Context: an optimization exercise on an open-source flow, tuned for small area, a short achievable clock period and few clock cycles per item. The choices shown serve that exercise and are no tape-out recipe.
RTL that was checked went through simulation tests only; none was proved equivalent to the original.
Power and IR drop assume default switching activity.

## JK
==> flow/design.v <==
`timescale 1ns / 1ps
module time_based_processor(
    input           clk,             
    input           rst_n,           
    input  [7:0]    data_in,         
    input  [2:0]    opcode,          
    input           data_valid,      
    output [15:0]   data_out,        
    output          data_ready,      
    output [3:0]    status_flags     
);
    localparam OP_NOP     = 3'b000;
    localparam OP_ADD     = 3'b001;
    localparam OP_SUB     = 3'b010;
    localparam OP_MUL     = 3'b011;
    localparam OP_SHIFT   = 3'b100;
    localparam OP_FILTER  = 3'b101;
    localparam OP_INVERT  = 3'b110;
    localparam OP_COMPARE = 3'b111;
    reg        wait_b;        
    reg        busy;          
    reg        ready;         
    reg [7:0]  x;             
    reg [2:0]  op;            
    reg [15:0] result;
    reg        flag_ovf;
    reg        flag_zero;
    wire idle = ~(wait_b | busy | ready);
    wire [7:0] b = data_in;
    function [10:0] radd;    
        input [9:0] p, q;
        input       ci;
        integer i;
        reg cy;
        begin
            cy = ci;
            for (i = 0; i < 10; i = i + 1) begin
                radd[i] = p[i] ^ q[i] ^ cy;
                cy = (p[i] & q[i]) | (cy & (p[i] ^ q[i]));
            end
            radd[10] = cy;
        end
    endfunction
    wire [10:0] a3s = {2'b00, x} + {1'b0, x, 1'b0};
    function [9:0] pp;
        input [1:0] d;
        case (d)
            2'd0: pp = 10'd0;
            2'd1: pp = {2'b00, x};
            2'd2: pp = {1'b0, x, 1'b0};
            default: pp = a3s[9:0];
        endcase
    endfunction
    wire [15:0] mfirst = {pp(b[1:0]), b[7:2]};
    wire [9:0]  t0     = {2'b00, result[15:8]};
    wire [9:0]  t1     = {2'b00, x & {8{result[0]}}};
    wire [9:0]  t2     = {1'b0, x & {8{result[1]}}, 1'b0};
    wire [9:0]  cs_s   = t0 ^ t1 ^ t2;
    wire [9:0]  cs_c   = (t0 & t1) | (t0 & t2) | (t1 & t2);
    wire [10:0] msum   = {1'b0, cs_s} + {cs_c, 1'b0};
    wire [15:0] mstep  = {msum[9:0], result[7:2]};
    wire       sub = (op == OP_SUB) || (op == OP_COMPARE);
    wire [7:0] y   = b ^ {8{sub}};
    wire [10:0] sums = {2'b00, x} + {2'b00, y} + sub;
    wire       c   = sums[8];              
    wire       eq  = &(x ^ ~b);
    wire [2:0] s   = b[2:0];
    wire [2:0] rl  = b[3] ? -s : s;        
    wire [7:0] r1  = rl[0] ? {x[6:0], x[7]} : x;
    wire [7:0] r2  = rl[1] ? {r1[5:0], r1[7:6]} : r1;
    wire [7:0] r3  = rl[2] ? {r2[3:0], r2[7:4]} : r2;
    wire [7:0] keep_l = 8'hFF << s;
    wire [7:0] keep_r = 8'hFF >> s;
    wire [7:0] shifted = r3 & (b[3] ? keep_r : keep_l);
    reg [15:0] alu;
    reg        alu_ovf, alu_zero;
    always @(*) begin
        alu = 16'h0000; alu_ovf = 1'b0; alu_zero = 1'b0;
        case (op)
            OP_ADD:     begin alu[7:0] = sums[7:0]; alu_ovf = c;  alu_zero = ~|(x | b); end
            OP_SUB:     begin alu[7:0] = sums[7:0]; alu_ovf = ~c; alu_zero = eq; end
            OP_MUL:     begin alu = mfirst; alu_zero = ~|x | ~|b; end
            OP_SHIFT:   alu[7:0] = shifted;
            OP_FILTER:  alu[7:0] = x & b;
            OP_COMPARE: begin alu[1:0] = {~c, c & ~eq}; alu_zero = eq; end
            default:    alu = 16'h0000;
        endcase
    end
    always @(posedge clk or negedge rst_n) begin
        if (!rst_n) begin
            wait_b <= 1'b0;
            busy   <= 1'b0;
            ready  <= 1'b0;
        end else begin
            if (idle && data_valid) begin
                if (opcode == OP_NOP || opcode == OP_INVERT) ready <= 1'b1;
                else wait_b <= 1'b1;
            end
            if (wait_b && data_valid) begin
                wait_b <= 1'b0;
                if (op == OP_MUL) busy <= 1'b1;
                else ready <= 1'b1;
            end
            if (busy && !op[1]) begin
                busy  <= 1'b0;
                ready <= 1'b1;
            end
            if (ready && data_valid) ready <= 1'b0;
        end
    end
    always @(posedge clk) begin
        if (idle) begin
            x         <= data_in;
            op        <= opcode;
            result    <= {8'h00, data_in ^ {8{opcode == OP_INVERT}}};
            flag_ovf  <= 1'b0;
            flag_zero <= 1'b0;
        end
        if (wait_b) begin
            flag_ovf  <= alu_ovf;
            flag_zero <= alu_zero;
            result    <= alu;
        end
        if (busy) begin
            op     <= op - 3'd1;
            result <= mstep;
        end
    end
    assign data_out     = result;
    assign data_ready   = ready;
    assign status_flags = {flag_ovf, flag_zero, 1'b0, ready};
endmodule
==> flow/config.mk <==
export PLATFORM = sky130hd
export DESIGN_NAME = time_based_processor
export DESIGN_NICKNAME = time_based_processor
export VERILOG_FILES = /design/flow/design.v
export SDC_FILE = /design/flow/constraint.sdc
export NUM_CORES = 4
export LEC_CHECK = 0
export ABC_AREA = 1
export CAP_MARGIN = 20
export CORE_MARGIN = 2
export CORE_UTILIZATION = 40
export SETUP_SLACK_MARGIN = 2
export SLEW_MARGIN = 20
==> flow/constraint.sdc <==
create_clock -name core_clock -period 5.5 [get_ports {clk}]
set_input_delay 1.1000 -clock core_clock [delete_from_list [all_inputs] [get_ports {clk}]]
set_output_delay 1.1000 -clock core_clock [all_outputs]
set_load 0.01 [all_outputs]
standard.sh (not shown) runs the stock make flow with config.mk's settings and CLKGATE_MAP_FILE= SYNTH_SCRIPT=/design/flow/synth_recipe.tcl, a recipe that flattens the netlist after the stock synthesis.
==> flow/flow/run.sh <==
#!/bin/bash
# Standard layout, with plain buf_1 cells as the port buffers.
bash standard.sh "BUFFER_PORTS_ARGS=-buffer_cell sky130_fd_sc_hd__buf_1" finish > standard.log 2>&1
Testbench counts of JK, summed over its fixed seeds: cycles 14,892, ops 4,800.
What MS does differently from JK at the input level:
--- a/flow/design.v
+++ b/flow/design.v
@@ -51,14 +51,9 @@
             default: pp = a3s[9:0];
         endcase
     endfunction
     wire [15:0] mfirst = {pp(b[1:0]), b[7:2]};
-    wire [9:0]  t0     = {2'b00, result[15:8]};
-    wire [9:0]  t1     = {2'b00, x & {8{result[0]}}};
-    wire [9:0]  t2     = {1'b0, x & {8{result[1]}}, 1'b0};
-    wire [9:0]  cs_s   = t0 ^ t1 ^ t2;
-    wire [9:0]  cs_c   = (t0 & t1) | (t0 & t2) | (t1 & t2);
-    wire [10:0] msum   = {1'b0, cs_s} + {cs_c, 1'b0};
+    wire [10:0] msum   = {2'b00, result[15:8]} + pp(result[1:0]);
     wire [15:0] mstep  = {msum[9:0], result[7:2]};
     wire       sub = (op == OP_SUB) || (op == OP_COMPARE);
     wire [7:0] y   = b ^ {8{sub}};
     wire [10:0] sums = {2'b00, x} + {2'b00, y} + sub;
Findings:
MS has completed all stages; timing, DRC and antenna checks passed. The y dimension of the die of MS is lower than that of JK. Mux cell area share after synthesis was lower in the run labelled JK. MS vs JK — cell area dropped slightly. Compare MS and JK | peak per-stage delay on the critical path lower: JK. MS vs JK on clock buffer count in the final layout: MS is the higher one. Max average cell area after synthesis across MS and JK: JK. MS vs. JK: proportion of cell area occupied by registers held, number of vias per cell rose by 2.6%, time the final worst path needs with I/O delays and setup increased 0.16 ns. Flip-flop and latch power in MS is about 8% lower than in JK. Of the two values seen for startpoint of the most critical setup path, x[5] was produced by MS and data_in[1] by JK. In the flow results for MS and JK, the cell count after placement is larger on MS.
Only the layout flow was run in MS; the RTL was not checked for function there.

-- what the ideal ports hide --
The flow's constraints put no driver on any port. The routed layouts listed below were extracted and timed again, unchanged, in two steps. Step 1 (the two cells are an assumption about what drives the block):
set clk [get_ports {clk}]
set_driving_cell -lib_cell sky130_fd_sc_hd__clkbuf_16 $clk
set_driving_cell -lib_cell sky130_fd_sc_hd__buf_2 [delete_from_list [all_inputs] $clk]
Step 2 also shifts input and output timing later by t, the mid clock arrival at the registers, as if the neighbouring blocks saw the same clock. a / b / c = no drivers / after step 1 / after step 2; a / b = the first two.
| run | t, ns | setup WS [ns] | pins driven straight from the clock port |
|---|---|---|---|
| JK | 0.311 | 2.295 / 2.301 / 1.990 | 1 |
| MS | 0.314 | 2.136 / 2.136 / 1.963 | 1 |
After both steps every run listed still meets setup and hold. The setup slack of JK, which loses most, moves by +0.006 ns with the drivers and by -0.305 ns with both steps.
